What follows belongs to an exercise in optimizing a design on an open flow for a short achievable clock period and few clock cycles; a production flow would make more cautious choices.
No run shown here included a check of the RTL's function; only the layout flow was run.
Power and IR drop assume default switching activity.

`constraint.sdc`:
```
create_clock -name core_clock -period 9.0 [get_ports {clk}]
set_input_delay 1.8000 -clock core_clock [delete_from_list [all_inputs] [get_ports {clk}]]
set_output_delay 1.8000 -clock core_clock [all_outputs]
set_load 0.01 [all_outputs]
```
`config.mk`:
```
export PLATFORM = sky130hd
export DESIGN_NAME = mips
export DESIGN_NICKNAME = mips
export VERILOG_FILES = /design/flow/design.v
export SDC_FILE = /design/flow/constraint.sdc
export NUM_CORES = 4
export LEC_CHECK = 0
export CAP_MARGIN = 20
export CORE_MARGIN = 2
export CORE_UTILIZATION = 40
export SETUP_SLACK_MARGIN = 5
export SLEW_MARGIN = 20
```
`design.v`:
```
module mips(input  logic        clk, reset,
            output logic [31:0] pc,
            input  logic [31:0] instr,
            output logic        memwrite,
            output logic [31:0] aluout, writedata,
            input  logic [31:0] readdata);
  localparam logic [5:0] OP_R    = 6'b000000;
  localparam logic [5:0] OP_J    = 6'b000010;
  localparam logic [5:0] OP_BEQ  = 6'b000100;
  localparam logic [5:0] OP_BGTZ = 6'b000111;
  localparam logic [5:0] OP_ADDI = 6'b001000;
  localparam logic [5:0] OP_ANDI = 6'b001100;
  localparam logic [5:0] OP_XORI = 6'b001110;
  localparam logic [5:0] OP_LH   = 6'b100001;
  localparam logic [5:0] OP_LW   = 6'b100011;
  localparam logic [5:0] OP_LHU  = 6'b100100;
  localparam logic [5:0] OP_SW   = 6'b101011;
  logic [31:0] pcF;
  logic        validD, predD, crossD, longD;
  logic        jrDoneD;    
  logic [21:0] hiPD, hiMD;
  logic [7:0]  btloD;
  logic        btcD;
  logic [31:0] irD, pc4D;
  logic        validE;
  logic        regwE, memwE, loadE, brEqE, brGtE, jrE, predE, xE;
  logic        selAdd, selAnd, selOr, selXor, selSlt, selSrl, subE;
  logic [1:0]  ldtE;
  logic [4:0]  destE, shamtE;
  logic [31:0] opAE, opBE, sdE, altE;
  logic        constE;    
  logic        lastE;     
  logic [31:0] cvalE;
  logic        regwM, memwM;
  logic [1:0]  ldtM;      
  logic [4:0]  destM;
  logic [31:0] aluM, sdM;
  logic [31:0] aluQ;      
  logic        brGtM, jrM, gtM, predM;
  logic [31:0] altM, jrsumM;
  logic [31:0] rf [1:31];
  logic [31:0] resultM;
  always_comb
    case (ldtM)
      2'd1:    resultM = readdata;
      2'd2:    resultM = {{16{readdata[15]}}, readdata[15:0]};
      2'd3:    resultM = {24'b0, readdata[7:0]};
      default: resultM = aluM;
    endcase
  always_ff @(posedge clk)
    if (regwM) rf[destM] <= resultM;
  logic [31:0] one;    
  always_ff @(posedge clk, posedge reset)
    if (reset)      one <= '0;
    else if (regwM) one[destM] <= (resultM == 32'd1);
  assign aluout    = aluQ;
  assign writedata = sdM;
  assign memwrite  = memwM;
  logic [31:0] a, b, sd, sum, alures;
  logic        taken, redirE;
  logic [31:0] tgtE;
  assign a  = opAE;
  assign b  = opBE;
  assign sd = sdE;
  logic [32:0] sumx;
  assign sumx = {a, 1'b1} + {b, subE};
  assign sum  = sumx[32:1];
  logic [31:0] pE, cE, logres;
  assign logres = ({32{selAnd}} & (a & b))
                | ({32{selOr}}  & (a | b))
                | ({32{selXor}} & (a ^ b))
                | ({32{selSrl}} & (b >> shamtE));
  assign pE = a ^ b;
  assign cE = sum ^ pE;
  fwdsel u_alures(.px(pE), .c(cE), .sltx(sum[31]), .fs(selAdd), .fl(selSlt),
                  .rest(logres), .y(alures));
  logic [31:0] jrsum;
  logic        a_gt_b;
  assign jrsum = a + b;
  assign a_gt_b = (a > b);
  assign taken  = (a == b);
  assign redirE = validE & brEqE & (taken ^ xE) & ~redirM;
  assign tgtE   = altE;
  logic        redirM;
  logic [31:0] tgtM;
  assign redirM = brGtM & (gtM ^ predM) | jrM;
  assign tgtM   = jrM ? jrsumM : altM;
  logic [5:0]  opD, fnD;
  logic [4:0]  rsD, rtD, rdD, destD;
  logic [31:0] seD, zeD, rsv, rtv;
  logic        isR, isJR, isLoad, isSW, isBEQ, isBGTZ, isADDI, isANDI, isXORI;
  logic        useRt, regwD, stall;
  assign opD = irD[31:26];
  assign fnD = irD[5:0];
  assign rsD = irD[25:21];
  assign rtD = irD[20:16];
  assign rdD = irD[15:11];
  assign seD = {{16{irD[15]}}, irD[15:0]};
  assign zeD = {16'b0, irD[15:0]};
  assign isR    = (opD == OP_R);
  assign isJR   = isR & (fnD == 6'b001000);
  assign isLoad = (opD == OP_LW) | (opD == OP_LH) | (opD == OP_LHU);
  assign isSW   = (opD == OP_SW);
  assign isBEQ  = (opD == OP_BEQ);
  assign isBGTZ = (opD == OP_BGTZ);
  assign isADDI = (opD == OP_ADDI);
  assign isANDI = (opD == OP_ANDI);
  assign isXORI = (opD == OP_XORI);
  assign useRt = isR | isBEQ | isBGTZ | isSW;
  logic invD;
  assign invD = isR & ((fnD == 6'b100010) | (fnD == 6'b101010));
  assign destD = isR ? rdD : rtD;
  assign regwD = ((isR & ~isJR) | isLoad | isADDI | isANDI | isXORI) & (destD != 5'd0);
  assign rsv = (rsD == 5'd0) ? 32'b0 : (regwM & (destM == rsD)) ? resultM : rf[rsD];
  assign rtv = (rtD == 5'd0) ? 32'b0 : (regwM & (destM == rtD)) ? resultM : rf[rtD];
  logic hitA, hitB;
  logic matchA, matchB;
  assign matchA = validE & regwE & (destE == rsD);
  assign matchB = validE & regwE & (destE == rtD);
  assign hitA   = matchA & ~loadE;
  assign hitB   = matchB & ~loadE;
  assign stall = validD & loadE & ((matchA & (opD != OP_J)) | (useRt & matchB));
  logic        immB;
  logic [31:0] immv, restA, restB, restS, nextA, nextB, nextS;
  assign immB  = isLoad | isSW | isADDI | isANDI | isXORI;
  assign immv  = (isANDI | isXORI) ? zeD : seD;
  assign restA = hitA ? logres : rsv;
  assign restS = hitB ? logres : rtv;
  assign restB = immB ? immv : ({32{invD}} ^ restS);
  fwdsel u_nextA(.px(pE), .c(cE), .sltx(sum[31]), .fs(hitA & selAdd),
                 .fl(hitA & selSlt), .rest(restA), .y(nextA));
  fwdsel u_nextB(.px(pE ^ {32{invD}}), .c(cE), .sltx(sum[31] ^ invD),
                 .fs(~immB & hitB & selAdd), .fl(~immB & hitB & selSlt),
                 .rest(restB), .y(nextB));
  fwdsel u_nextS(.px(pE), .c(cE), .sltx(sum[31]), .fs(hitB & selAdd),
                 .fl(hitB & selSlt), .rest(restS), .y(nextS));
  logic        eA, eB, mA, mB, zA, zB;
  logic        cA, cB, aA, aB;        
  logic        jrFast;
  logic [31:0] ceam, jrtgtD, dtgt;
  assign zA = (rsD == 5'd0);
  assign zB = (rtD == 5'd0);
  assign eA = validE & regwE & (destE == rsD);
  assign eB = validE & regwE & (destE == rtD);
  assign mA = regwM & (destM == rsD);
  assign mB = regwM & (destM == rtD);
  assign cA = ~zA & eA & constE;
  assign cB = ~zB & eB & constE;
  assign aA = ~zA & ~eA & mA & (ldtM == 2'd0);
  assign aB = ~zB & ~eB & mB & (ldtM == 2'd0);
  assign jrFast = isJR & ~jrDoneD & (zA | cA | aA) & (zB | cB | aB);
  assign ceam = cvalE + aluM;
  always_comb
    case ({cA, aA, cB, aB})
      4'b1000, 4'b0010: jrtgtD = cvalE;
      4'b0100, 4'b0001: jrtgtD = aluM;
      4'b1001, 4'b0110: jrtgtD = ceam;
      4'b1010:          jrtgtD = {cvalE[30:0], 1'b0};
      4'b0101:          jrtgtD = {aluM[30:0], 1'b0};
      default:          jrtgtD = 32'b0;
    endcase
  logic        lastD;
  assign lastD = validD & isADDI & (rsD == rtD) & (rtD != 5'd0) & (irD[15:0] == 16'hFFFF) &
                 ~eA & ~mA & one[rtD];
  logic        exitD, predEff;
  assign exitD   = isBGTZ & zB & validE & lastE & (destE == rsD) & predD & ~longD;
  assign predEff = predD & ~longD & ~exitD;
  logic [31:0] fixTgt;
  assign fixTgt = {btcD ? hiPD : hiMD, btloD, pc4D[1:0]};
  logic        rLong, rCross, redirD;
  assign rLong  = longD | exitD;
  assign rCross = crossD & ~exitD;
  assign redirD = validD & ~stall & (rLong | rCross | jrFast);
  assign dtgt   = jrFast ? jrtgtD : rCross ? fixTgt : pc4D;
  logic [31:0] brtgtD;
  assign brtgtD[31:2] = pc4D[31:2] + seD[29:0];
  assign brtgtD[1:0] = pc4D[1:0];
  logic [31:0] pc4F, jtgtF, btgtF;
  logic [5:0]  opF;
  logic        isJF, predF;
  assign opF   = instr[31:26];
  logic [29:0] pcinc;
  assign pcinc = pcF[31:2] + 30'd1;
  assign pc4F = {pcinc, pcF[1:0]};
  logic        bgtzF, beqF;
  assign isJF  = opF[1] & ~opF[0] & ~opF[3];
  assign bgtzF = opF[2] & opF[0];
  assign beqF  = opF[2] & ~opF[0] & ~opF[3] & ~opF[5];
  assign predF = (beqF  & ((instr[25:21] == instr[20:16]) | instr[15])) |
                 (bgtzF & ((instr[20:16] == 5'd0) | instr[15]));
  assign jtgtF = {pc4F[31:28], instr[25:0], 2'b00};
  logic [7:0]  btlo;
  logic        btc, shortF;
  logic [9:0] btsum;
  assign btsum = {1'b0, pcF[9:2], 1'b1} + {1'b0, instr[7:0], 1'b1};
  assign btlo  = btsum[8:1];
  assign btc   = btsum[9];
  assign btgtF = {pcF[31:10], btlo, pcF[1:0]};
  logic [21:0] hiPF, hiMF;
  assign hiPF  = pcF[31:10] + 22'd1;
  assign hiMF  = pcF[31:10] - 22'd1;
  assign shortF = (instr[15:8] == {8{instr[7]}});
  assign pc = pcF;
  logic [31:0] pcbase, pcnext;
  logic        ovr, selJ, selB;
  assign ovr    = redirM | stall | redirD;
  assign pcbase = redirM ? tgtM : stall ? pcF : dtgt;
  assign selJ   = isJF;
  assign selB   = predF & ~isJF;
  logic        constD, constEv, jrF, selR1, selR2, selR;
  logic [31:0] cvalD, cdce;
  assign constD  = validD & (isADDI | isANDI | isXORI) & (rsD == 5'd0) & (rtD != 5'd0);
  assign constEv = validE & regwE & constE & (destE != rtD);
  assign cvalD   = isADDI ? seD : isXORI ? zeD : 32'b0;
  assign cdce    = cvalD + cvalE;
  assign jrF     = (opF[3:0] == 4'b0000) & instr[3] & ~instr[5];
  assign selR1   = jrF & constD & (instr[25:21] == rtD) & (instr[20:16] == 5'd0);
  assign selR2   = jrF & constD & constEv &
                   (((instr[25:21] == destE) & (instr[20:16] == rtD)) |
                    ((instr[25:21] == rtD) & (instr[20:16] == destE)));
  assign selR    = selR1 | selR2;
  pcsel u_pcsel(.etgt(tgtE), .base(pcbase), .jtgt(jtgtF), .r1tgt(cvalD), .r2tgt(cdce),
                .btgt(btgtF), .p4(pc4F), .rede(redirE), .ovr(ovr), .selj(selJ),
                .selr1(selR1), .selr2(selR2), .selb(selB), .y(pcnext));
  always_ff @(posedge clk, posedge reset)
    if (reset) pcF <= 32'b0;
    else       pcF <= pcnext;
  always_ff @(posedge clk, posedge reset)
    if (reset)       validD <= 1'b0;
    else if (redirM | redirE) validD <= 1'b0;
    else if (!stall) validD <= ~redirD;
  always_ff @(posedge clk)
    if (!stall) begin
      irD   <= instr;
      jrDoneD <= selR;
      pc4D  <= pc4F;
      predD <= predF;
      crossD <= predF & shortF & (btc != instr[7]);
      longD  <= predF & ~shortF;
      hiPD   <= hiPF;
      hiMD   <= hiMF;
      btloD  <= btlo;
      btcD   <= btc;
    end
  logic killE;
  assign killE = redirM | redirE | stall | ~validD;
  always_ff @(posedge clk, posedge reset)
    if (reset) validE <= 1'b0;
    else       validE <= ~killE;
  always_ff @(posedge clk) begin
    regwE  <= regwD;
    memwE  <= isSW;
    loadE  <= isLoad;
    brEqE  <= isBEQ | (isBGTZ & (rtD == 5'd0));
    brGtE  <= isBGTZ & (rtD != 5'd0);
    xE     <= isBEQ ? predEff : ~predEff;
    jrE    <= isJR & ~jrFast & ~jrDoneD;
    constE <= (isADDI | isANDI | isXORI) & (rsD == 5'd0);
    lastE  <= lastD;
    cvalE  <= isADDI ? seD : isXORI ? zeD : 32'b0;
    predE  <= predEff;
    ldtE   <= (opD == OP_LW) ? 2'd1 : (opD == OP_LH) ? 2'd2 : (opD == OP_LHU) ? 2'd3 : 2'd0;
    destE  <= destD;
    shamtE <= irD[10:6];
    subE   <= invD;
    selAdd <= isLoad | isSW | isADDI | (isR & ((fnD == 6'b100000) | (fnD == 6'b100010)));
    selAnd <= isANDI | (isR & (fnD == 6'b100100));
    selOr  <= isR & (fnD == 6'b100101);
    selXor <= isXORI;
    selSlt <= isR & (fnD == 6'b101010);
    selSrl <= isR & (fnD == 6'b000010);
    opAE   <= nextA;
    opBE   <= nextB;
    sdE    <= nextS;
    altE   <= predEff ? pc4D : brtgtD;
  end
  always_ff @(posedge clk, posedge reset)
    if (reset) begin
      regwM <= 1'b0;
      memwM <= 1'b0;
      brGtM <= 1'b0;
      jrM   <= 1'b0;
    end else begin
      regwM <= validE & regwE & ~redirM;
      memwM <= validE & memwE & ~redirM;
      brGtM <= validE & brGtE & ~redirM;
      jrM   <= validE & jrE & ~redirM;
    end
  always_ff @(posedge clk) begin
    ldtM  <= ldtE;
    destM <= destE;
    aluM  <= alures;
    aluQ  <= sum;
    sdM   <= sd;
    gtM    <= a_gt_b;
    predM  <= predE;
    altM   <= altE;
    jrsumM <= jrsum;
  end
endmodule
module fwdsel(input  logic [31:0] px, c, rest,
              input  logic        sltx, fs, fl,
              output logic [31:0] y);
  assign y[31:1] = fs ? (px[31:1] ^ c[31:1]) : rest[31:1];
  assign y[0]    = fs ? (px[0] ^ c[0]) : fl ? sltx : rest[0];
endmodule
module pcsel(input  logic [31:0] etgt, base, jtgt, r1tgt, r2tgt, btgt, p4,
             input  logic        rede, ovr, selj, selr1, selr2, selb,
             output logic [31:0] y);
  assign y = rede ? etgt : ovr ? base : selj ? jtgt : selr1 ? r1tgt : selr2 ? r2tgt :
             selb ? btgt : p4;
endmodule
```
`flow/run.sh`:
```
#!/bin/bash
# Standard ORFS layout (the standard.sh) with these changes to how it is
# made (constraints unchanged):
#  - ports are buffered with buf_4 instead of the default delay buffer, and
#    the resizer may change a cell's footprint.
set -euo pipefail
bash standard.sh finish SETUP_SLACK_MARGIN=6.6 MATCH_CELL_FOOTPRINT=0 \
  "BUFFER_PORTS_ARGS=-buffer_cell sky130_fd_sc_hd__buf_4" CTS_CLUSTER_SIZE=20 CTS_CLUSTER_DIAMETER=60 > make_finish.log 2>&1
```
`standard.sh`:
```
#!/bin/bash
# synth_recipe.tcl (not shown) runs the flow's synth.tcl, then flattens the netlist and writes it again
# the make line also repeats each setting of config.mk as NAME=value (left out here)
make -C /OpenROAD-flow-scripts/flow DESIGN_CONFIG=/design/flow/config.mk WORK_HOME=/design/flow/orfs CLKGATE_MAP_FILE= SYNTH_SCRIPT=/design/flow/synth_recipe.tcl "${@:-finish}"
```
==> results of run 1 <==
-- metrics by stage --
| step | setup slack, ns | total power, W |
|---|---|---|
| after floorplan | 4.99 | 0.0113 |
| after global placement | 4.10 | 0.0131 |
| after detailed placement | 4.09 | 0.0131 |
| after CTS | 5.63 | 0.0212 |
| after global routing | 5.40 | 0.0227 |
| final | 5.44 | 0.0221 |
-- critical path, stage by stage --
cell	delay [ns]
buf_8	0.10
or4b_4	0.55
nor3_2	0.12
and4_4	0.27
and3_4	0.27
buf_6	0.12
and2_4	0.17
a31oi_4	0.06
buf_4	0.17
buf_6	0.11
nand3_4	0.11
o2111ai_4	0.24
a31oi_1	0.21
-- registers in the layout (all words and copies together) (netlist names), 2 cells and up, named ones only --
signal  cells
destM       5
sdE        32
btloD       8
aluQ       32
cvalE      17
sdM        32
altM       32
hiMD       21
jrsumM     32
one        32
pc4D       32
opBE       32
opAE       32
altE       32
hiPD       22
shamtE      5
ldtM        2
pcF        32
ldtE        2
aluM       32
destE       5
rf        992
irD        32
-- logic make-up (layout without fill, tap and decap cells) --
| logic type | Yosys count | after routing | share of synthesized area |
|---|---|---|---|
| mux | 851 | 854 | 0.201 |
| simple gates | 1213 | 1218 | 0.0704 |
| xor+xnor | 259 | 259 | 0.0286 |
| compound gates | 1293 | 1317 | 0.106 |
| other cells | 0 | 10 | 0 |
| flops | 1535 | 1535 | 0.531 |
| buf+inv | 603 | 1706 | 0.0313 |
| fa+ha+maj | 196 | 196 | 0.0314 |
-- metal layers --
layer  up-vias  wire length [µm]  GRT usage
li1      25600                 -          -
met1     32700            120000      0.403
met2      4723            158000      0.516
met3      1375             42200     0.0987
met4        12             33200      0.249
met5         -                95          0
-- cells in the mapped netlist (15+ instances only) --
master | number | share of area
o21ai_0 | 253 | 0.016
nor2b_1 | 26 | 0.0020
mux2_2 | 55 | 0.0078
o221ai_1 | 17 | 0.0019
nand2b_1 | 28 | 0.0022
dfxtp_1 | 353 | 0.089
dfrtp_1 | 70 | 0.022
nor4_1 | 30 | 0.0024
a221o_1 | 15 | 0.0019
mux2i_1 | 208 | 0.026
o21bai_1 | 34 | 0.0032
buf_2 | 63 | 0.0040
a22oi_1 | 28 | 0.0026
a221oi_1 | 29 | 0.0032
buf_4 | 33 | 0.0031
edfxtp_1 | 1112 | 0.42
a21o_1 | 52 | 0.0049
a22o_1 | 19 | 0.0021
a211oi_1 | 153 | 0.014
mux4_2 | 588 | 0.17
o211ai_1 | 42 | 0.0040
xnor2_1 | 172 | 0.019
a31oi_1 | 40 | 0.0031
buf_1 | 69 | 0.0033
xor2_1 | 86 | 0.0095
and3_1 | 31 | 0.0024
nor3_1 | 87 | 0.0055
o22ai_1 | 77 | 0.0061
nand3_1 | 84 | 0.0053
o21a_1 | 27 | 0.0026
ha_1 | 190 | 0.030
a21oi_1 | 347 | 0.022
or3_1 | 20 | 0.0016
nor2_1 | 365 | 0.017
nand4_1 | 50 | 0.0039
nand2_1 | 392 | 0.019
o31ai_1 | 15 | 0.0014
clkbuf_1 | 267 | 0.013
and2_1 | 35 | 0.0028
inv_1 | 164 | 0.0077
-- path summary, 6_finish.rpt --
check                      startpoint      end  cells after the start  slack [ns]
min in group asynchronous       reset    memwM                      2        1.05
max in group asynchronous       reset   one[8]                      3        6.91
min                           ldtE[1]  ldtM[1]                      0        0.33
max                         instr[28]  pcF[22]                     13        5.44
min reg2reg                   ldtE[1]  ldtM[1]                      0        0.33
max reg2reg                   irD[26]  pcF[22]                     16        5.51
-- placed cells by master (no fill, tap or decap), types with 115 or more instances in the layout --
cell type,count
a21oi_1,195
buf_6,350
inv_1,116
mux4_2,588
ha_1,115
dfxtp_1,202
clkbuf_16,184
edfxtp_1,1112
nand2_1,334
buf_4,709
buf_12,119
xnor2_1,127
nor2_1,266
mux2i_1,151
-- report_power, final --
group	switching [W]	total [W]	internal, W
Combinational	0.00375	0.00693	0.00319
Clock	0.00312	0.00631	0.00319
Sequential	0.000583	0.00890	0.00831
Total	0.00745	0.0221	0.0147
-- what timing repair did --
item                                    4_1_cts  5_1_grt
setup buffers                               667      263
cloned                                       95       10
pin swaps                                   398      319
resized for setup                          1680      576
endpoints found under the setup margin     2233     1300
-- area by class of cell --
| type | instances | area share |
|---|---|---|
| timing repair buffer | 1293 | 0.130 |
| multi-input combinational | 3844 | 0.399 |
| clock buffer | 147 | 0.0320 |
| clock inverter | 99 | 0.0114 |
| sequential | 1535 | 0.391 |
| tap | 2640 | 0.0303 |
| inverter | 167 | 0.00638 |
| antenna | 10 | 0.000230 |
==> key figures, run 1 <==
Die
  – I/O pin cnt: 163
  – Core Footprint: 197000 µm²
  – Die Y: 450 µm
  – Num rows: 163
  – Starting density of the core: 0.403
  – Die Width: 450 µm
  – Die Area: 202000 µm²

Synth
  – Mapped Nets: 6212
  – Yosys synthesis warning count: 1
  – Cells after synthesis: 5950
  – Yosys cell types: 96
  – Top FF cell, synth: edfxtp_1
  – EDFF count, synth: 1112
  – FFs w/ async S/R, synth: 0.0456
  – Post-Syn Area: 79500 µm²
  – FF+latch count, synth: 1535
  – Sequential element share of the synthesized area: 0.531
  – Mean Syn Cell Area: 13.4 µm²

Layout
  – Fin cells: 9735
  – Nets: 7237
  – P&R area growth vs syn: 37.0%
  – Filler instances: 15.6k
  – Layout cells sized above 1: 0.492
  – Register area: 42600 µm²
  – Area of the multi-input gates: 43400 µm²
  – Post-layout util: 0.551
  – Cell area after layout: 109000 µm²

Run
  – Max-cap violation count: 0

STA
  – Fin crit share: 0.396
  – Fmax: 0.281 GHz
  – Clk_skew: 0.0385 ns
  – Final Setup Violations: 0
  – Hold Fails Final Rpt: 0
  – RSZ-0062 raised after global routing: true
  – Post-layout min period: 3.56 ns
  – Worst-Margin Slew: 1.30 ns
  – Final Max Tran Viols: 0
  – Worst hold slack: 0.328 ns
  – Final TNS setup: 0 ns
  – Worst slew margin: 0.126

Detailed routing
  – Drc violations: 0
  – 1st-pass router iterations: 9
  – Vias: 64.4k
  – Final wirelength: 353000 µm
  – DR vias/cell: 6.61
  – Wire length per cell: 36.3 µm
  – Antenna Violating Nets Remaining: 0
  – Iter 0 DRT Violations: 9381

Pwr
  – Power per Cell Area: 203 nW/µm²
  – LEAKAGE: 39.4 nW
  – Worst VDD drop: 232 µV

Place
  – Dpl cell area: 84700 µm²
  – DP Cell Count: 8444
  – Port bufs: 162
  – Placer Congestion: 1.03
  – DP HPWL: 194000 µm

Status
  – Status: complete, no violations

Worst setup path
  – CP max FO: 6
  – WP data required: 9.76 ns
  – Setup CP Type: input port to flip-flop
  – Type of origin of the critical path: input port
  – WP data arrival: 4.32 ns
  – Crit. End Element: flip-flop

Clock tree
  – CTS Root Cell: clkbuf_16
  – Longest Clk Path Bufs: 3
  – Clock-pin slew on the worst setup and hold paths: 0.08 ns
  – CTS buffer count: 134
  – CTS Sinks: 1535
  – CTS Hold Bufs: 0
  – H-Tree Level Count: 4
  – CTS tree: built
  – Insertion delay to the later sink of the worst-skew pair: 0.85 ns

Global route
  – First-pass GRT wire length: 481000 µm
  – Vias in the first global route: 61.8k
  – Largest net degree at the start of global routing: 66
  – Initial antenna violation count: 14
  – Congestion Overflow GR: 0
  – Tot GR Track Use: 0.337

Worst hold path
  – Hold/Removal Path Class: flip-flop to flip-flop
==> run 2, diff against run 1 <==
--- a/config.mk
+++ b/config.mk
@@ -8,5 +8,6 @@
 export CAP_MARGIN = 20
 export CORE_MARGIN = 2
 export CORE_UTILIZATION = 40
+export PLACE_DENSITY = 0.65
 export SETUP_SLACK_MARGIN = 5
 export SLEW_MARGIN = 20
==> run 2 against run 1 <==
Compared with the run above: area after synthesis stayed put; synthesized cell count stayed put; combinational power is 3.9% lower; critical path depth stayed put; cell count is 0.43% lower; global-route usage is 0.13 points lower; via count is 0.20% higher; power is 1.4% lower; cell area is 0.86% lower; sequential share of layout area is 0.38 points higher; routed wire length is 0.30% lower; first-iteration DRC count is 3.7% higher; critical path type is now flip-flop to flip-flop; critical endpoint is now pcF[21]; largest cell class is now sequential cells; highest routed layer unchanged.
==> key figures, run 2 <==
Detailed routing
  – Drc violations: 0
  – 1st-pass router iterations: 9
  – Vias: 64.5k
  – Iter 0 DRT Violations: 9731
  – Wire length per cell: 36.3 µm
  – Antenna Violating Nets Remaining: 0
  – Final wirelength: 352000 µm
  – DR vias/cell: 6.65

Synth
  – FFs w/ async S/R, synth: 0.0456
  – Yosys cell types: 96
  – EDFF count, synth: 1112
  – Post-synth top area share: 0.420
  – Top FF cell, synth: edfxtp_1
  – Leading area contributor after synthesis: edfxtp_1
  – Post-synth top cells: edfxtp_1 (1112), mux4_2 (588), nand2_1 (392)
  – Yosys synthesis warning count: 1
  – Sequential element share of the synthesized area: 0.531
  – FF+latch count, synth: 1535
  – Cells after synthesis: 5950
  – Post-Syn Area: 79500 µm²
  – Mapped Nets: 6212
  – Mean Syn Cell Area: 13.4 µm²
  – Synth area leaders: edfxtp_1 (42%), mux4_2 (17%), dfxtp_1 (8.9%)
  – Top-count cell post-synth: edfxtp_1

Clock tree
  – Longest Clk Path Bufs: 3
  – CTS buffer count: 133
  – Clock-pin slew on the worst setup and hold paths: 0.08 ns
  – CTS Hold Bufs: 0
  – CTS Sinks: 1535
  – H-Tree Level Count: 4
  – Insertion delay to the later sink of the worst-skew pair: 0.85 ns
  – CTS Root Cell: clkbuf_16
  – CTS tree: built

Global route
  – Initial antenna violation count: 24
  – Tot GR Track Use: 0.335
  – Vias in the first global route: 62.2k
  – First-pass GRT wire length: 479000 µm
  – Largest net degree at the start of global routing: 60
  – Congestion Overflow GR: 0

STA
  – Post-layout min period: 3.44 ns
  – Fin crit share: 0.383
  – RSZ-0062 raised after global routing: true
  – Clk_skew: 0.0617 ns
  – Final Setup Violations: 0
  – Final TNS setup: 0 ns
  – Worst-Margin Slew: 1.26 ns
  – Hold Fails Final Rpt: 0
  – Worst slew margin: 0.160
  – Fmax: 0.290 GHz
  – Final Max Tran Viols: 0

Pwr
  – NetSw: 0.00726 W
  – Logic pwr share: 0.305
  – Clk network pwr share: 0.286
  – Switch share: 0.332
  – LEAKAGE: 39.1 nW
  – Worst VDD drop: 225 µV
  – Internal power: 0.0146 W
  – Reg power frac: 0.410
  – Pwr Total: 0.0218 W
  – Power per Cell Area: 202 nW/µm²

Die
  – Num rows: 163
  – Die Y: 450 µm
  – Core Footprint: 197000 µm²
  – Starting density of the core: 0.403
  – Die Area: 202000 µm²
  – Die Width: 450 µm
  – I/O pin cnt: 163

Worst setup path
  – CP cell instances: buf_4 > buf_4 > nor4b_4 > nand4_1 > o41ai_4 > clkbuf_16 > nor2_1 > a21oi_2 > nor2_1 > a2111oi_1 > o211ai_1 > nand4_1 > nand3_1
  – Delay of the slowest critical-path stage: 0.51 ns
  – CP max FO: 4
  – Crit. End Element: flip-flop
  – WP data required: 9.70 ns
  – WP data arrival: 4.15 ns
  – Setup CP Type: flip-flop to flip-flop
  – R2r setup slk: 5.56 ns
  – Critical-path top delay cell: edfxtp_1
  – Type of origin of the critical path: flip-flop

Layout
  – Layout cells sized above 1: 0.474
  – Area of the multi-input gates: 42600 µm²
  – Filler instances: 15.5k
  – Commonest non-fill, non-tap cell in the layout: edfxtp_1
  – Leading cell types in the layout, fill and taps excluded: edfxtp_1 (1112), buf_4 (658), mux4_2 (588)
  – Register area: 42600 µm²
  – Cell area after layout: 108000 µm²
  – Largest register FFs: 992
  – Nets: 7193
  – Top reg by flops: rf
  – P&R area growth vs syn: 35.8%

Place
  – Port bufs: 162
  – Dpl cell area: 84700 µm²
  – Placer Congestion: 0.982
  – DP HPWL: 191000 µm

Run
  – Max-cap violation count: 0

Worst hold path
  – Hold/Removal Path Class: flip-flop to flip-flop

Status
  – Status: complete, no violations
## run 2: cell counts after synthesis
No cell type changed its count.
## run 2: routing by layer
| layer | GRT usage | wire (µm) | vias up |
|---|---|---|---|
| li1 | - | - | 25400 |
| met1 | 0.400 | 117000 | 32600 |
| met2 | 0.508 | 155000 | 5114 |
| met3 | 0.106 | 46000 | 1322 |
| met4 | 0.253 | 33500 | 16 |
| met5 | 0 | 129 | - |
## run 2: cells by family after synthesis
family,Yosys count,synth area share
AND/OR/NAND/NOR,1213,0.0704
AO/OA/AOI/OAI,1293,0.106
flip-flops,1535,0.531
XOR/XNOR,259,0.0286
multiplexers,851,0.201
adder cells (fa/ha/maj),196,0.0314
buffers and inverters,603,0.0313
## run 2: cell type report
cell class              count  share of cell area
flip-flops and latches   1535               0.395
multi-input cells        3845               0.394
repair buffers           1248               0.130
clock buffers             150              0.0333
well taps                2640              0.0306
clock inverters            89             0.00970
inverters                 167             0.00650
diodes                     18            0.000417
repair inverters            1           0.0000696
## run 2: timing repair
action | 4_1_cts | 5_1_grt
cloned | 106 | 16
setup buffers | 672 | 204
endpoints found under the setup margin | 2223 | 1231
pin swaps | 417 | 285
resized for setup | 1716 | 476
## run 2: power by group through the flow
stage          clock, W  combinational [W]  sequential (W)
3_5_place_dp          0            0.00393         0.00915
5_1_grt         0.00653            0.00687         0.00896
6_report        0.00624            0.00666         0.00895
3_3_place_gp          0            0.00390         0.00915
2_1_floorplan         0            0.00260         0.00872
4_1_cts         0.00626            0.00588         0.00891
## run 2: through the flow
step | setup WS (ns) | util | std cells | hold WS [ns]
2_1_floorplan | 4.99 | - | 5950 | 0.310
3_3_place_gp | 4.25 | 0.429 | 8438 | 0.311
3_5_place_dp | 4.24 | 0.429 | 8438 | 0.312
4_1_cts | 5.63 | 0.525 | 9455 | 0.314
5_1_grt | 5.47 | 0.546 | 9679 | 0.305
6_report | 5.56 | 0.547 | 9693 | 0.313
## run 2: worst max-delay path: cells and delay by family (launching register included)
family	cells	cell delay [ns]
flip-flops	1	0.51
AND/OR/NAND/NOR	6	0.96
AO/OA/AOI/OAI	4	1.24
buffers and inverters	3	0.57
## run 2: path summary, 6_finish.rpt
check	to	startpoint	depth (start not counted)
worst max-delay path	pcF[21]	irD[31]	13
worst min-delay path	sdM[16]	sdE[16]	0
worst max register to register	pcF[21]	irD[31]	13
worst min register to register	sdM[16]	sdE[16]	0
max in group asynchronous	regwM	reset	3
min in group asynchronous	pcF[22]	reset	2
==> run 3, diff against run 2 <==
==> flow/run.sh (replaced) <==
#!/bin/bash
# Standard ORFS layout (the standard.sh) with these changes to how it is
# made (constraints unchanged):
#  - ports are buffered with buf_4 instead of the default delay buffer, and
#    the resizer may change a cell's footprint.
set -euo pipefail
bash standard.sh finish SETUP_SLACK_MARGIN=6.2 MATCH_CELL_FOOTPRINT=0 \
  "BUFFER_PORTS_ARGS=-buffer_cell sky130_fd_sc_hd__buf_4" CTS_CLUSTER_SIZE=20 CTS_CLUSTER_DIAMETER=60 > make_finish.log 2>&1
--- a/config.mk
+++ b/config.mk
@@ -8,6 +8,5 @@
 export CAP_MARGIN = 20
 export CORE_MARGIN = 2
 export CORE_UTILIZATION = 40
-export PLACE_DENSITY = 0.65
 export SETUP_SLACK_MARGIN = 5
 export SLEW_MARGIN = 20
==> run 3 against run 2 <==
Compared with the run above: synthesized cell count is the same; global-route usage shrank 0.87 points; combinational power shrank 8.4%; core utilization shrank 2.1 points; cell area shrank 3.9%; register-to-register slack lost 0.15 ns; fmax shrank 4.2%; highest routed layer unchanged.
==> key figures, run 3 <==
Detailed routing
  – Drc violations: 0
  – Iter 0 DRT Violations: 9065
  – Final wirelength: 344000 µm
  – 1st-pass router iterations: 8
  – Wire length per cell: 36.3 µm
  – DR vias/cell: 6.63
  – Vias: 62.8k
  – Antenna Violating Nets Remaining: 0

Synth
  – FF+latch count, synth: 1535
  – FFs w/ async S/R, synth: 0.0456
  – Mapped Nets: 6212
  – Sequential element share of the synthesized area: 0.531
  – Top FF cell, synth: edfxtp_1
  – Post-synth top area share: 0.420
  – Mean Syn Cell Area: 13.4 µm²
  – Synth area leaders: edfxtp_1 (42%), mux4_2 (17%), dfxtp_1 (8.9%)
  – Top-count cell post-synth: edfxtp_1
  – Cells after synthesis: 5950
  – Leading area contributor after synthesis: edfxtp_1
  – Yosys synthesis warning count: 1
  – EDFF count, synth: 1112
  – Post-synth top cells: edfxtp_1 (1112), mux4_2 (588), nand2_1 (392)
  – Post-Syn Area: 79500 µm²
  – Yosys cell types: 96

Worst setup path
  – Setup CP Type: flip-flop to flip-flop
  – Critical-path top delay cell: a311oi_1
  – CP cell instances: buf_4 > xnor2_1 > nand3_1 > nor2_4 > o2111ai_2 > nor2_2 > a222oi_1 > a311oi_1 > o41ai_2 > a21oi_1
  – CP Buf/Inv Count: 1
  – WP data required: 9.75 ns
  – FF-to-FF Start: irD[25]
  – WP data arrival: 4.35 ns
  – Type of origin of the critical path: flip-flop
  – Crit. End Element: flip-flop
  – CP Launch Point: irD[25]
  – CP max FO: 10
  – Delay of the slowest critical-path stage: 0.66 ns
  – CP top delay family: compound AO/OA/AOI/OAI gates

Global route
  – Tot GR Track Use: 0.327
  – Vias in the first global route: 60.0k
  – Initial antenna violation count: 12
  – Largest net degree at the start of global routing: 66
  – First-pass GRT wire length: 466000 µm
  – Congestion Overflow GR: 0

STA
  – Clk_skew: 0.0532 ns
  – Final Setup Violations: 0
  – Fin crit share: 0.399
  – Post-layout min period: 3.60 ns
  – Worst-Margin Slew: 1.18 ns
  – RSZ-0062 raised after global routing: true
  – Final Max Tran Viols: 0
  – Hold Fails Final Rpt: 0
  – Worst slew margin: 0.212
  – Fmax: 0.278 GHz
  – Final TNS setup: 0 ns

Die
  – Die Width: 450 µm
  – Starting density of the core: 0.403
  – Num rows: 163
  – Die Area: 202000 µm²
  – I/O pin cnt: 163
  – Die Y: 450 µm
  – Core Footprint: 197000 µm²

Place
  – DP HPWL: 190000 µm
  – Placer Congestion: 1.00
  – Dpl cell area: 84400 µm²
  – Port bufs: 162

Pwr
  – Worst VDD drop: 232 µV
  – LEAKAGE: 37.3 nW
  – Power per Cell Area: 204 nW/µm²

Clock tree
  – CTS buffer count: 130
  – H-Tree Level Count: 4
  – CTS Hold Bufs: 0
  – Longest Clk Path Bufs: 3
  – CTS Root Cell: clkbuf_16
  – Clock-pin slew on the worst setup and hold paths: 0.07 ns
  – CTS tree: built
  – CTS Sinks: 1535
  – Insertion delay to the later sink of the worst-skew pair: 0.85 ns

Layout
  – Post-layout util: 0.526
  – P&R area growth vs syn: 30.6%
  – Filler instances: 16.2k
  – Nets: 6985
  – Top reg by flops: rf
  – Layout cells sized above 1: 0.437
  – Cell area after layout: 104000 µm²
  – Commonest non-fill, non-tap cell in the layout: edfxtp_1
  – Largest register FFs: 992
  – Leading cell types in the layout, fill and taps excluded: edfxtp_1 (1112), buf_4 (626), mux4_2 (588)

Run
  – Max-cap violation count: 0

Worst hold path
  – Hold/Removal Path Class: flip-flop to flip-flop
  – Hold path start: sdE[20]

Status
  – Status: complete, no violations
==> run 3: cell counts after synthesis <==
Identical to the previous run, type by type.
==> run 3: final timing paths <==
check | endpoint | slack (ns) | cells past startpoint
worst max-delay path | pcF[2] | 5.40 | 10
worst min-delay path | sdM[20] | 0.33 | 0
worst max register to register | pcF[2] | 5.40 | 10
worst min register to register | sdM[20] | 0.33 | 0
max in group asynchronous | regwM | 6.73 | 3
min in group asynchronous | pcF[27] | 1.04 | 2
==> run 3: metal layers <==
metal,share of wire,wire (µm),global-route usage,vias to the layer above
met1,0.34,118000,0.393,32000
met4,0.095,32500,0.243,8
met3,0.12,39900,0.0890,1280
met2,0.45,153000,0.503,4592
met5,0.00047,162,0,-
li1,-,-,-,25000
==> run 3: what timing repair did <==
action                      CTS  global route
pin swaps                   283           237
gates cloned                 91            15
setup endpoints to repair  1160           567
hold endpoints to repair      0             0
buffers inserted            497           188
gates resized for setup    1245           472
==> run 3: power breakdown <==
part           total [W]  internal (W)  switching [W]
registers        0.00892       0.00832       0.000603
logic            0.00610       0.00270        0.00340
clock network    0.00613       0.00317        0.00296
total             0.0211        0.0142        0.00696
==> run 3: cell families (layout without fill, tap and decap cells) <==
group / Yosys count / count (layout) / share of synthesized area
mux: 851 / 854 / 0.201
fa+ha+maj: 196 / 196 / 0.0314
compound gates: 1293 / 1317 / 0.106
other cells: 0 / 9 / 0
simple gates: 1213 / 1216 / 0.0704
buf+inv: 603 / 1450 / 0.0313
xor+xnor: 259 / 259 / 0.0286
flops: 1535 / 1535 / 0.531
==> run 3: final cells by class <==
type	count	area [µm²]	area share
multi-input cells	3842	41400	0.399
well taps	2640	3300	0.0318
diodes	9	22.5	0.000217
clock inverters	90	1030	0.00991
inverters	167	676	0.00651
repair buffers	1046	11300	0.109
repair inverters	1	5.00	0.0000482
clock buffers	146	3450	0.0332
flip-flops and latches	1535	42500	0.410
==> run 3: stage by stage <==
step	hold slack (ns)	std cells	setup WS [ns]	power, W
after CTS	0.329	9264	5.61	0.0204
after global placement	0.312	8440	4.18	0.0130
after floorplan	0.310	5950	4.99	0.0113
after global routing	0.340	9468	5.44	0.0217
after detailed placement	0.313	8440	4.18	0.0130
final	0.328	9476	5.40	0.0211
==> run 4, diff against run 3 <==
==> flow/run.sh (replaced) <==
#!/bin/bash
# Standard ORFS layout (the standard.sh) with these changes to how it is
# made (constraints unchanged):
#  - ports are buffered with buf_4 instead of the default delay buffer, and
#    the resizer may change a cell's footprint.
set -euo pipefail
bash standard.sh finish SETUP_SLACK_MARGIN=6.6 MATCH_CELL_FOOTPRINT=0 \
  "BUFFER_PORTS_ARGS=-buffer_cell sky130_fd_sc_hd__buf_4" CTS_CLUSTER_SIZE=16 CTS_CLUSTER_DIAMETER=50 > make_finish.log 2>&1
==> run 4 against run 3 <==
Compared with the run above: area after synthesis did not move; core utilization up 3.2 points; cell count is 3.5% higher; clock power up 17%; setup slack better by 0.10 ns; cell area is 6.1% higher; die area did not move; critical path type unchanged; first-iteration DRC count rose by 11%; flip-flop and latch count is the same; clock-buffer cell count grew 42; synthesized cell count stayed put.
==> key figures, run 4 <==
Place
  – Port bufs: 162
  – DP Cell Count: 8444
  – Placer Congestion: 1.03
  – DP HPWL: 194000 µm

Pwr
  – Power per Cell Area: 209 nW/µm²
  – Worst VDD drop: 232 µV
  – LEAKAGE: 40.0 nW

Global route
  – Largest net degree at the start of global routing: 64
  – GRT Max-Usage Layer: met2
  – Initial antenna violation count: 19
  – Congestion Overflow GR: 0
  – First-pass GRT wire length: 485000 µm
  – Vias in the first global route: 62.3k
  – Tot GR Track Use: 0.340
  – GRT met1 Usage: 0.403
  – Global Route met2 Usage: 0.519
  – Met3 GRT Util: 0.103

Layout
  – Largest register FFs: 992
  – Top reg by flops: rf
  – Filler instances: 15.5k
  – Area of the multi-input gates: 43400 µm²
  – P&R area growth vs syn: 38.5%
  – Register area: 42600 µm²
  – Nets: 7288
  – Layout cells sized above 1: 0.496
  – Fin cells: 9812
  – Leading cell types in the layout, fill and taps excluded: edfxtp_1 (1112), buf_4 (707), mux4_2 (588)
  – Commonest non-fill, non-tap cell in the layout: edfxtp_1

Synth
  – Synth area leaders: edfxtp_1 (42%), mux4_2 (17%), dfxtp_1 (8.9%)
  – Post-synth top area share: 0.420
  – Yosys cell types: 96
  – Yosys synthesis warning count: 1
  – Top FF cell, synth: edfxtp_1
  – Mapped Nets: 6212
  – Post-synth top cells: edfxtp_1 (1112), mux4_2 (588), nand2_1 (392)
  – Leading area contributor after synthesis: edfxtp_1
  – EDFF count, synth: 1112
  – Top-count cell post-synth: edfxtp_1
  – FF+latch count, synth: 1535
  – Sequential element share of the synthesized area: 0.531
  – Mean Syn Cell Area: 13.4 µm²
  – Post-Syn Area: 79500 µm²
  – Cells after synthesis: 5950
  – FFs w/ async S/R, synth: 0.0456

STA
  – RSZ-0062 raised after global routing: true
  – Final Max Tran Viols: 0
  – Worst slew margin: 0.356
  – Worst-Margin Slew: 0.962 ns
  – Hold Fails Final Rpt: 0
  – Clk_skew: 0.0667 ns
  – Post-layout min period: 3.49 ns
  – Fin crit share: 0.388
  – Final TNS setup: 0 ns
  – Fmax: 0.286 GHz
  – Final Setup Violations: 0

Detailed routing
  – Vias: 64.6k
  – Drc violations: 0
  – Wire length per cell: 36.4 µm
  – 1st-pass router iterations: 8
  – Final wirelength: 357000 µm
  – Iter 0 DRT Violations: 10.0k
  – DR vias/cell: 6.58
  – Antenna Violating Nets Remaining: 0

Clock tree
  – H-Tree Level Count: 4
  – CTS tree: built
  – CTS Sinks: 1535
  – CTS buffer count: 166
  – Insertion delay to the later sink of the worst-skew pair: 0.87 ns
  – Clock-pin slew on the worst setup and hold paths: 0.07 ns
  – CTS Root Cell: clkbuf_16
  – Longest Clk Path Bufs: 3

Die
  – Die Width: 450 µm
  – I/O pin cnt: 163
  – Starting density of the core: 0.403
  – Die Y: 450 µm
  – Core Footprint: 197000 µm²
  – Num rows: 163
  – Die Area: 202000 µm²

Status
  – Status: complete, no violations

Worst setup path
  – Type of origin of the critical path: flip-flop
  – Setup CP Type: flip-flop to flip-flop
  – WP data arrival: 4.20 ns
  – WP data required: 9.71 ns
  – CP max FO: 6
  – Crit. End Element: flip-flop

Run
  – Max-cap violation count: 0

Worst hold path
  – Hold/Removal Path Class: flip-flop to flip-flop
==> run 4: cell counts after synthesis <==
No cell type changed its count.
==> run 4: worst max-delay path, cell delays in order (launching register included) <==
cell,delay (ns)
edfxtp_1,0.52
nand2b_1,0.20
and3_4,0.19
buf_6,0.13
and2_1,0.16
ha_1,0.47
nand3_1,0.12
nand2_1,0.12
nor2_1,0.08
a21oi_4,0.22
nand4_1,0.18
a31oi_4,0.25
nand3_2,0.20
o211ai_1,0.32
a31oi_1,0.19
==> run 4: per-stage QoR <==
stage | power, W | hold WS [ns] | utilization | worst slack [ns] | area (µm²)
2_1_floorplan | 0.0113 | 0.310 | - | 4.99 | 81100
3_3_place_gp | 0.0131 | 0.313 | 0.429 | 4.10 | 84700
3_5_place_dp | 0.0131 | 0.313 | 0.429 | 4.09 | 84700
4_1_cts | 0.0221 | 0.327 | 0.531 | 5.64 | 105000
5_1_grt | 0.0235 | 0.334 | 0.557 | 5.43 | 110000
6_report | 0.0230 | 0.327 | 0.557 | 5.51 | 110000
==> run 4: cell type report <==
type | instances | area share
clock buffers | 188 | 0.0400
repair buffers | 1307 | 0.131
multi-input cells | 3849 | 0.395
clock inverters | 119 | 0.0117
well taps | 2640 | 0.0300
inverters | 167 | 0.00623
flip-flops and latches | 1535 | 0.387
diodes | 7 | 0.000159
==> run 4: metal layers <==
| metal | vias to the layer above | part of all wire |
|---|---|---|
| met5 | - | 0.0011 |
| met3 | 1400 | 0.13 |
| met1 | 32500 | 0.33 |
| met4 | 18 | 0.096 |
| li1 | 25700 | - |
| met2 | 4934 | 0.44 |
==> run 4: worst paths after layout <==
kind                          from      end  slack [ns]  depth (start not counted)
min reg2reg                sdE[19]  sdM[19]        0.33                          0
max reg2reg                irD[27]  pcF[20]        5.51                         14
min in group asynchronous    reset    memwM        1.08                          2
max                        irD[27]  pcF[20]        5.51                         14
max in group asynchronous    reset   one[6]        6.91                          3
min                        sdE[19]  sdM[19]        0.33                          0
==> run 4: repair_timing <==
item,CTS,global route
pin swaps,378,365
cloned,114,13
hold buffers,0,0
gates resized for setup,1646,596
setup endpoints to repair,2245,1161
setup buffers,639,288
==> run 4: cells by family after synthesis <==
kind of cell	synth area share
xor+xnor	0.0286
flops	0.531
compound gates	0.106
buf+inv	0.0313
fa+ha+maj	0.0314
simple gates	0.0704
mux	0.201
==> run 4: where the power goes <==
group          total [W]  internal, W  switching, W
Clock            0.00716      0.00389       0.00328
Sequential       0.00891      0.00832      0.000588
Combinational    0.00691      0.00317       0.00373
Total             0.0230       0.0154       0.00760
==> run 5, diff against run 4 <==
--- a/design.v
+++ b/design.v
@@ -17,7 +17,6 @@
   localparam logic [5:0] OP_SW   = 6'b101011;
   logic [31:0] pcF;
   logic        validD, predD, crossD, longD;
-  logic        jrDoneD;    
   logic [21:0] hiPD, hiMD;
   logic [7:0]  btloD;
   logic        btcD;
@@ -36,8 +35,6 @@
   logic [4:0]  destM;
   logic [31:0] aluM, sdM;
   logic [31:0] aluQ;      
-  logic        brGtM, jrM, gtM, predM;
-  logic [31:0] altM, jrsumM;
   logic [31:0] rf [1:31];
   logic [31:0] resultM;
   always_comb
@@ -52,7 +49,7 @@
   logic [31:0] one;    
   always_ff @(posedge clk, posedge reset)
     if (reset)      one <= '0;
-    else if (regwM) one[destM] <= (resultM == 32'd1);
+    else if (regwM) one[destM] <= (ldtM == 2'd0) & (aluM == 32'd1);
   assign aluout    = aluQ;
   assign writedata = sdM;
   assign memwrite  = memwM;
@@ -83,8 +80,6 @@
   assign tgtE   = altE;
   logic        redirM;
   logic [31:0] tgtM;
-  assign redirM = brGtM & (gtM ^ predM) | jrM;
-  assign tgtM   = jrM ? jrsumM : altM;
   logic [5:0]  opD, fnD;
   logic [4:0]  rsD, rtD, rdD, destD;
   logic [31:0] seD, zeD, rsv, rtv;
@@ -148,7 +143,7 @@
   assign cB = ~zB & eB & constE;
   assign aA = ~zA & ~eA & mA & (ldtM == 2'd0);
   assign aB = ~zB & ~eB & mB & (ldtM == 2'd0);
-  assign jrFast = isJR & ~jrDoneD & (zA | cA | aA) & (zB | cB | aB);
+  assign jrFast = isJR & (zA | cA | aA) & (zB | cB | aB);
   assign ceam = cvalE + aluM;
   always_comb
     case ({cA, aA, cB, aB})
@@ -207,21 +202,8 @@
   assign pcbase = redirM ? tgtM : stall ? pcF : dtgt;
   assign selJ   = isJF;
   assign selB   = predF & ~isJF;
-  logic        constD, constEv, jrF, selR1, selR2, selR;
-  logic [31:0] cvalD, cdce;
-  assign constD  = validD & (isADDI | isANDI | isXORI) & (rsD == 5'd0) & (rtD != 5'd0);
-  assign constEv = validE & regwE & constE & (destE != rtD);
-  assign cvalD   = isADDI ? seD : isXORI ? zeD : 32'b0;
-  assign cdce    = cvalD + cvalE;
-  assign jrF     = (opF[3:0] == 4'b0000) & instr[3] & ~instr[5];
-  assign selR1   = jrF & constD & (instr[25:21] == rtD) & (instr[20:16] == 5'd0);
-  assign selR2   = jrF & constD & constEv &
-                   (((instr[25:21] == destE) & (instr[20:16] == rtD)) |
-                    ((instr[25:21] == rtD) & (instr[20:16] == destE)));
-  assign selR    = selR1 | selR2;
-  pcsel u_pcsel(.etgt(tgtE), .base(pcbase), .jtgt(jtgtF), .r1tgt(cvalD), .r2tgt(cdce),
-                .btgt(btgtF), .p4(pc4F), .rede(redirE), .ovr(ovr), .selj(selJ),
-                .selr1(selR1), .selr2(selR2), .selb(selB), .y(pcnext));
+  pcsel u_pcsel(.etgt(tgtE), .base(pcbase), .jtgt(jtgtF), .btgt(btgtF), .p4(pc4F),
+                .rede(redirE), .ovr(ovr), .selj(selJ), .selb(selB), .y(pcnext));
   always_ff @(posedge clk, posedge reset)
     if (reset) pcF <= 32'b0;
     else       pcF <= pcnext;
@@ -232,7 +214,6 @@
   always_ff @(posedge clk)
     if (!stall) begin
       irD   <= instr;
-      jrDoneD <= selR;
       pc4D  <= pc4F;
       predD <= predF;
       crossD <= predF & shortF & (btc != instr[7]);
@@ -254,7 +235,7 @@
     brEqE  <= isBEQ | (isBGTZ & (rtD == 5'd0));
     brGtE  <= isBGTZ & (rtD != 5'd0);
     xE     <= isBEQ ? predEff : ~predEff;
-    jrE    <= isJR & ~jrFast & ~jrDoneD;
+    jrE    <= isJR & ~jrFast;
     constE <= (isADDI | isANDI | isXORI) & (rsD == 5'd0);
     lastE  <= lastD;
     cvalE  <= isADDI ? seD : isXORI ? zeD : 32'b0;
@@ -276,15 +257,13 @@
   end
   always_ff @(posedge clk, posedge reset)
     if (reset) begin
-      regwM <= 1'b0;
-      memwM <= 1'b0;
-      brGtM <= 1'b0;
-      jrM   <= 1'b0;
+      regwM  <= 1'b0;
+      memwM  <= 1'b0;
+      redirM <= 1'b0;
     end else begin
-      regwM <= validE & regwE & ~redirM;
-      memwM <= validE & memwE & ~redirM;
-      brGtM <= validE & brGtE & ~redirM;
-      jrM   <= validE & jrE & ~redirM;
+      regwM  <= validE & regwE & ~redirM;
+      memwM  <= validE & memwE & ~redirM;
+      redirM <= validE & ~redirM & (jrE | (brGtE & (a_gt_b ^ predE)));
     end
   always_ff @(posedge clk) begin
     ldtM  <= ldtE;
@@ -292,10 +271,7 @@
     aluM  <= alures;
     aluQ  <= sum;
     sdM   <= sd;
-    gtM    <= a_gt_b;
-    predM  <= predE;
-    altM   <= altE;
-    jrsumM <= jrsum;
+    tgtM   <= jrE ? jrsum : altE;
   end
 endmodule
 module fwdsel(input  logic [31:0] px, c, rest,
@@ -304,9 +280,8 @@
   assign y[31:1] = fs ? (px[31:1] ^ c[31:1]) : rest[31:1];
   assign y[0]    = fs ? (px[0] ^ c[0]) : fl ? sltx : rest[0];
 endmodule
-module pcsel(input  logic [31:0] etgt, base, jtgt, r1tgt, r2tgt, btgt, p4,
-             input  logic        rede, ovr, selj, selr1, selr2, selb,
+module pcsel(input  logic [31:0] etgt, base, jtgt, btgt, p4,
+             input  logic        rede, ovr, selj, selb,
              output logic [31:0] y);
-  assign y = rede ? etgt : ovr ? base : selj ? jtgt : selr1 ? r1tgt : selr2 ? r2tgt :
-             selb ? btgt : p4;
+  assign y = rede ? etgt : ovr ? base : selj ? jtgt : selb ? btgt : p4;
 endmodule
==> flow/run.sh (replaced) <==
#!/bin/bash
# Standard ORFS layout (the standard.sh) with these changes to how it is
# made (constraints unchanged):
#  - ports are buffered with buf_4 instead of the default delay buffer, and
#    the resizer may change a cell's footprint.
set -euo pipefail
bash standard.sh finish SETUP_SLACK_MARGIN=6.2 MATCH_CELL_FOOTPRINT=0 \
  "BUFFER_PORTS_ARGS=-buffer_cell sky130_fd_sc_hd__buf_4" CTS_CLUSTER_SIZE=20 CTS_CLUSTER_DIAMETER=60 > make_finish.log 2>&1
==> run 5 against run 4 <==
Compared with the run above: clock-buffer cell count decreased by 55; fmax is 3.5% higher; register-to-register slack better by 0.12 ns; critical path depth fell by 3; synthesized cell count is 2.8% lower; cell count down 6.1%; sequential share of layout area rose by 2.4 points; die area decreased by 2.3%; hold slack worse by 0.022 ns; combinational power is about 10% lower; power decreased by 11%; core utilization down 2.8 points; critical endpoint is now pcF[8]; largest cell class is now sequential cells.
==> key figures, run 5 <==
Place
  – Dpl cell area: 82500 µm²
  – DP HPWL: 190000 µm
  – Placer Congestion: 0.980
  – Port bufs: 162
  – Pre-CTS worst setup slack: 4.07 ns

Layout
  – P&R area growth vs syn: 31.5%
  – Commonest non-fill, non-tap cell in the layout: edfxtp_1
  – Post-layout util: 0.530
  – Layout cells sized above 1: 0.455
  – Cell area after layout: 102000 µm²
  – Nets: 6825
  – Top reg by flops: rf
  – Largest register FFs: 992
  – Filler instances: 15.5k
  – Leading cell types in the layout, fill and taps excluded: edfxtp_1 (1111), buf_4 (610), mux4_2 (588)

Clock tree
  – Insertion delay to the later sink of the worst-skew pair: 0.82 ns
  – CTS Hold Bufs: 0
  – Longest Clk Path Bufs: 3
  – CTS Sinks: 1499
  – CTS tree: built
  – Clock-pin slew on the worst setup and hold paths: 0.08 ns
  – H-Tree Level Count: 3
  – CTS buffer count: 118
  – CTS Root Cell: clkbuf_16

STA
  – Final Max Tran Viols: 0
  – Worst-Margin Slew: 1.08 ns
  – Fin crit share: 0.375
  – Post-layout min period: 3.38 ns
  – PnR worst setup slack: 5.62 ns
  – Hold Fails Final Rpt: 0
  – Clk_skew: 0.0685 ns
  – Fmax: 0.296 GHz
  – Worst slew margin: 0.278
  – RSZ-0062 raised after global routing: true
  – Final Setup Violations: 0
  – Final TNS setup: 0 ns

Die
  – Die Y: 444 µm
  – I/O pin cnt: 163
  – Num rows: 161
  – Core Footprint: 193000 µm²
  – Starting density of the core: 0.403
  – Die Area: 198000 µm²
  – Die Width: 444 µm

Detailed routing
  – Iter 0 DRT Violations: 9118
  – 1st-pass router iterations: 9
  – Drc violations: 0
  – Wire length per cell: 36.3 µm
  – Antenna Violating Nets Remaining: 0
  – DR vias/cell: 6.63
  – Vias: 61.1k
  – Final wirelength: 335000 µm

Pwr
  – Power per Cell Area: 200 nW/µm²
  – Clk network pwr share: 0.276
  – Pwr Total: 0.0204 W
  – Reg power frac: 0.420
  – Switch share: 0.335
  – NetSw: 0.00684 W
  – Worst VDD drop: 194 µV
  – Internal power: 0.0136 W
  – Logic pwr share: 0.304
  – LEAKAGE: 36.5 nW

Synth
  – Post-synth top cells: edfxtp_1 (1111), mux4_2 (588), nand2_1 (457)
  – Cells after synthesis: 5786
  – Yosys cell types: 100
  – FF+latch count, synth: 1499
  – FFs w/ async S/R, synth: 0.0460
  – Post-Syn Area: 77600 µm²
  – Post-synth top area share: 0.430
  – Sequential element share of the synthesized area: 0.535
  – Yosys synthesis warning count: 1
  – Mean Syn Cell Area: 13.4 µm²
  – Top FF cell, synth: edfxtp_1
  – Top-count cell post-synth: edfxtp_1
  – EDFF count, synth: 1111
  – Mapped Nets: 6028
  – Leading area contributor after synthesis: edfxtp_1
  – Synth area leaders: edfxtp_1 (43%), mux4_2 (17%), dfxtp_1 (8.2%)

Worst setup path
  – Crit. End Element: flip-flop
  – Setup CP Type: flip-flop to flip-flop
  – WP data arrival: 4.08 ns
  – WP data required: 9.70 ns
  – CP max FO: 7
  – Type of origin of the critical path: flip-flop

Status
  – Status: complete, no violations

Global route
  – Initial antenna violation count: 13
  – First-pass GRT wire length: 453000 µm
  – Tot GR Track Use: 0.324
  – Vias in the first global route: 58.5k
  – Congestion Overflow GR: 0
  – Largest net degree at the start of global routing: 60

Run
  – Max-cap violation count: 0

Worst hold path
  – Hold/Removal Path Class: flip-flop to flip-flop
run 5: cell types whose count changed in the layout (fill, tap and decap cells not counted), moves of 22 or more:
cell,change
mux2_4,-37
buf_8,-27
a21oi_4,-29
o21ai_4,-36
buf_4,-97
o21ai_0,+35
dfxtp_1,-30
xnor2_1,-22
nand2_1,+72
clkbuf_16,-56
buf_6,-88
mux2_2,+37
run 5: path summary, 6_finish.rpt:
check / start / to / slack [ns] / depth (start not counted)
max: irD[19] / pcF[8] / 5.62 / 11
min: ldtE[0] / ldtM[0] / 0.30 / 0
max reg2reg: irD[19] / pcF[8] / 5.62 / 11
min reg2reg: ldtE[0] / ldtM[0] / 0.30 / 0
max in group asynchronous: reset / pcF[1] / 6.74 / 3
min in group asynchronous: reset / one[8] / 1.01 / 2
run 5: cell families after synthesis:
logic type	share of synthesized area
flops	0.535
simple gates	0.0734
compound gates	0.0957
mux	0.208
buf+inv	0.0321
xor+xnor	0.0279
fa+ha+maj	0.0289
run 5: what timing repair did:
action	4_1_cts	5_1_grt
pin swaps	351	279
setup buffers	520	180
cloned	72	22
hold endpoints to repair	0	0
endpoints found under the setup margin	602	443
resized for setup	1343	521
run 5: per-layer routing:
layer,vias to the layer above,part of all wire,track usage
met4,2,0.10,0.266
met2,4501,0.45,0.499
li1,24200,-,-
met1,31100,0.34,0.393
met5,-,0.000060,0
met3,1209,0.11,0.0670
run 5: layout make-up:
type / instances / area, µm² / share of cell area
flip-flops and latches: 1499 / 41900 / 0.410
multi-input cells: 3712 / 40500 / 0.397
repair inverters: 4 / 28.8 / 0.000282
repair buffers: 1071 / 11700 / 0.114
clock buffers: 133 / 3100 / 0.0304
diodes: 8 / 20.0 / 0.000196
inverters: 177 / 768 / 0.00753
well taps: 2526 / 3160 / 0.0310
clock inverters: 79 / 965 / 0.00946
run 5: power groups by stage:
stage | sequential [W] | clock, W | combinational, W
detailed placement | 0.00877 | 0 | 0.00385
global placement | 0.00877 | 0 | 0.00384
floorplan | 0.00844 | 0 | 0.00249
CTS | 0.00855 | 0.00567 | 0.00539
finish | 0.00859 | 0.00564 | 0.00622
global route | 0.00861 | 0.00593 | 0.00641
run 5: through the flow:
stage / std cells / hold slack [ns]
after floorplan: 5786 / 0.310
after global placement: 8195 / 0.310
after detailed placement: 8195 / 0.312
after CTS: 8999 / 0.310
after global routing: 9204 / 0.312
final: 9209 / 0.305
run 5: critical path: stages (launching register included):
cell and delay (ns):
edfxtp_1 0.48, buf_4 0.18, or4_4 0.51, or2_4 0.31
nand4_4 0.14, nor3b_4 0.24, mux2i_2 0.13, a21oi_4 0.33
a222oi_1 0.20, a31oi_2 0.41, nor3_2 0.07, nor4_1 0.28
==> run 6, diff against run 5 <==
==> flow/run.sh (replaced) <==
#!/bin/bash
# Standard ORFS layout (the standard.sh) with these changes to how it is
# made (constraints unchanged):
#  - ports are buffered with buf_4 instead of the default delay buffer, and
#    the resizer may change a cell's footprint.
set -euo pipefail
bash standard.sh finish SETUP_SLACK_MARGIN=6.6 MATCH_CELL_FOOTPRINT=0 \
  "BUFFER_PORTS_ARGS=-buffer_cell sky130_fd_sc_hd__buf_4" CTS_CLUSTER_SIZE=20 CTS_CLUSTER_DIAMETER=60 > make_finish.log 2>&1
==> run 6 against run 5 <==
Compared with the run above: via count rose by 2.6%; synthesized cell count did not move; global-route usage rose by 0.47 points; cell area rose by 5.4%; core utilization rose by 2.9 points; area after synthesis did not move; sequential share of layout area fell by 2.1 points; flip-flop and latch count did not move; largest power group unchanged; highest routed layer unchanged.
==> key figures, run 6 <==
Pwr
  – Worst VDD drop: 204 µV
  – LEAKAGE: 38.9 nW
  – Power per Cell Area: 202 nW/µm²

Clock tree
  – CTS buffer count: 120
  – CTS Root Cell: clkbuf_16
  – Longest Clk Path Bufs: 3
  – H-Tree Level Count: 3
  – CTS tree: built
  – CTS Sinks: 1499
  – Insertion delay to the later sink of the worst-skew pair: 0.84 ns
  – Clock-pin slew on the worst setup and hold paths: 0.08 ns

Worst setup path
  – Crit. End Element: flip-flop
  – Type of origin of the critical path: flip-flop
  – CP max FO: 7
  – R2r setup slk: 5.63 ns
  – Worst setup path endpoint: opBE[20]
  – FF-to-FF End: opBE[20]
  – Reg2Reg Depth: 13
  – Setup CP Type: flip-flop to flip-flop
  – WP data arrival: 4.04 ns
  – WP data required: 9.68 ns

Detailed routing
  – Met1 WL: 116000 µm
  – Vias: 62.6k
  – DR vias/cell: 6.60
  – Met3 Wirelength: 37500 µm
  – DR WL met2: 154000 µm
  – Top sig layer: met5
  – Drc violations: 0
  – Final wirelength: 343000 µm
  – Iter 0 DRT Violations: 8691
  – 1st-pass router iterations: 9
  – Wire length per cell: 36.1 µm
  – Antenna Violating Nets Remaining: 0

Layout
  – Fin cells: 9485
  – P&R area growth vs syn: 38.6%
  – Top reg by flops: rf
  – Layout cells sized above 1: 0.512
  – Register area: 41800 µm²
  – Nets: 7092
  – Largest register FFs: 992
  – Filler instances: 14.7k
  – Post-layout util: 0.558
  – Leading cell types in the layout, fill and taps excluded: edfxtp_1 (1111), buf_4 (702), mux4_2 (588)
  – Commonest non-fill, non-tap cell in the layout: edfxtp_1
  – Area of the multi-input gates: 42600 µm²

Place
  – Pre-CTS worst setup slack: 4.22 ns
  – DP Cell Count: 8170
  – Placer Congestion: 1.00
  – Port bufs: 162
  – DP HPWL: 186000 µm

Worst hold path
  – Hold/Removal Path Class: flip-flop to flip-flop

Global route
  – Tot GR Track Use: 0.329
  – Vias in the first global route: 59.6k
  – Largest net degree at the start of global routing: 54
  – Initial antenna violation count: 23
  – First-pass GRT wire length: 458000 µm
  – Congestion Overflow GR: 0

STA
  – Worst slew margin: 0.278
  – Fin crit share: 0.374
  – Post-layout min period: 3.37 ns
  – Final Max Tran Viols: 0
  – PnR worst setup slack: 5.63 ns
  – Fmax: 0.297 GHz
  – Final TNS setup: 0 ns
  – Final Setup Violations: 0
  – Clk_skew: 0.0944 ns
  – RSZ-0062 raised after global routing: true
  – Worst-Margin Slew: 1.08 ns
  – Hold Fails Final Rpt: 0

Synth
  – Synth area leaders: edfxtp_1 (43%), mux4_2 (17%), dfxtp_1 (8.2%)
  – Cells after synthesis: 5786
  – EDFF count, synth: 1111
  – Top-count cell post-synth: edfxtp_1
  – Post-Syn Area: 77600 µm²
  – FF+latch count, synth: 1499
  – Leading area contributor after synthesis: edfxtp_1
  – Top FF cell, synth: edfxtp_1
  – Post-synth top cells: edfxtp_1 (1111), mux4_2 (588), nand2_1 (457)
  – Mean Syn Cell Area: 13.4 µm²
  – Yosys synthesis warning count: 1
  – Sequential element share of the synthesized area: 0.535
  – Yosys cell types: 100
  – Mapped Nets: 6028
  – FFs w/ async S/R, synth: 0.0460
  – Post-synth top area share: 0.430

Die
  – Die Area: 198000 µm²
  – Die Width: 444 µm
  – Die Y: 444 µm
  – Core Footprint: 193000 µm²
  – I/O pin cnt: 163
  – Num rows: 161
  – Starting density of the core: 0.403

Run
  – Max-cap violation count: 0

Status
  – Status: complete, no violations
==> run 6: cell counts after synthesis <==
Identical to the previous run, type by type.
==> run 6: kinds of logic after synthesis <==
logic type                 count (synthesis)  share of synthesized area
DFF                                     1499                      0.535
adders and majority gates                176                     0.0289
and+or+nand+nor                         1249                     0.0734
AOI/OAI and AO/OA                       1156                     0.0957
muxes                                    867                      0.208
xor gates and xnor gates                 247                     0.0279
buffers and inverters                    592                     0.0321
==> run 6: worst min path at each step <==
stage	from	end	slack, ns	cells past startpoint
3_3_place_gp	ldtE[0]	ldtM[0]	0.31	0
3_5_place_dp	sdE[2]	sdM[2]	0.31	0
5_1_grt	sdE[5]	sdM[5]	0.32	0
6_report	sdE[5]	sdM[5]	0.33	0
4_1_cts	sdE[5]	sdM[5]	0.33	0
2_1_floorplan	ldtE[0]	ldtM[0]	0.31	0
==> run 6: cell type report <==
cell class / instances / area share
Multi-Input combinational cell: 3717 / 0.396
Sequential cell: 1499 / 0.389
Timing Repair Buffer: 1327 / 0.137
Tap cell: 2526 / 0.0294
Clock buffer: 130 / 0.0291
Clock inverter: 88 / 0.0101
Inverter: 177 / 0.00778
Timing Repair inverter: 8 / 0.00136
Antenna cell: 13 / 0.000302
==> run 6: per-layer routing <==
metal / track usage / up-vias
met1: 0.396 / 31600
li1: - / 24800
met3: 0.0696 / 1427
met4: 0.268 / 16
met2: 0.510 / 4738
met5: 0 / -
==> run 6: report_power, final <==
group	internal [W]	total, W	switching, W
combinational	0.00328	0.00732	0.00404
sequential	0.00806	0.00858	0.000523
clock	0.00283	0.00578	0.00295
total	0.0142	0.0217	0.00751
==> run 6: critical path, cell delays in order, from the launching register on <==
cell and delay [ns]:
dfxtp_4 0.37, buf_12 0.13, buf_12 0.12, buf_12 0.15, buf_16 0.15, mux4_2 0.50
mux4_2 0.56, mux2i_4 0.34, nor2_4 0.06, a21oi_4 0.35, o22ai_2 0.15, xor2_1 0.17
a21oi_1 0.13, a31oi_1 0.06
==> run 6: what timing repair did <==
item | CTS | global route
setup buffers | 710 | 258
gates resized for setup | 1757 | 591
endpoints found under the setup margin | 2003 | 766
pin swaps | 374 | 377
hold buffers | 0 | 0
cloned | 98 | 18
==> run 6: through the flow <==
stage | hold WS, ns | power, W | instance area, µm²
after detailed placement | 0.312 | 0.0128 | 82800
after global routing | 0.318 | 0.0221 | 108000
final | 0.326 | 0.0217 | 108000
after global placement | 0.312 | 0.0128 | 82800
after floorplan | 0.310 | 0.0110 | 79500
after CTS | 0.326 | 0.0206 | 102000

[afterwards: timing with drivers on the ports]
How much do the figures lean on ideal ports? The routed layouts below were timed once more, with nothing changed but the port constraints. Step 1 sets driving cells, clkbuf_16 on the clock port and buf_2 on the other inputs (assumed; they add their load-dependent delay and slew). Step 2 also shifts input and output timing later by t, the mid clock arrival at the registers, as if the neighbouring blocks saw the same clock. Slacks: ideal ports / drivers / drivers and shift; pairs: ideal ports / drivers.
| run | t (ns) | setup slack, ns | worst slew at a driven data input, ns |
|---|---|---|---|
| run 1 | 0.929 | 5.435 / 5.478 / 4.549 | 0.09 |
| run 2 | 0.900 | 5.557 / 5.557 / 4.693 | 0.08 |
| run 3 | 0.907 | 5.405 / 5.405 / 4.547 | 0.08 |
| run 4 | 0.920 | 5.505 / 5.505 / 4.622 | 0.09 |
| run 5 | 0.873 | 5.624 / 5.624 / 4.938 | 0.18 |
| run 6 | 0.880 | 5.632 / 5.578 / 4.816 | 0.10 |
After both steps every run listed still meets setup and hold. For run 1, which loses most, drivers alone change the setup slack by +0.043 ns; drivers and shift together by -0.886 ns.
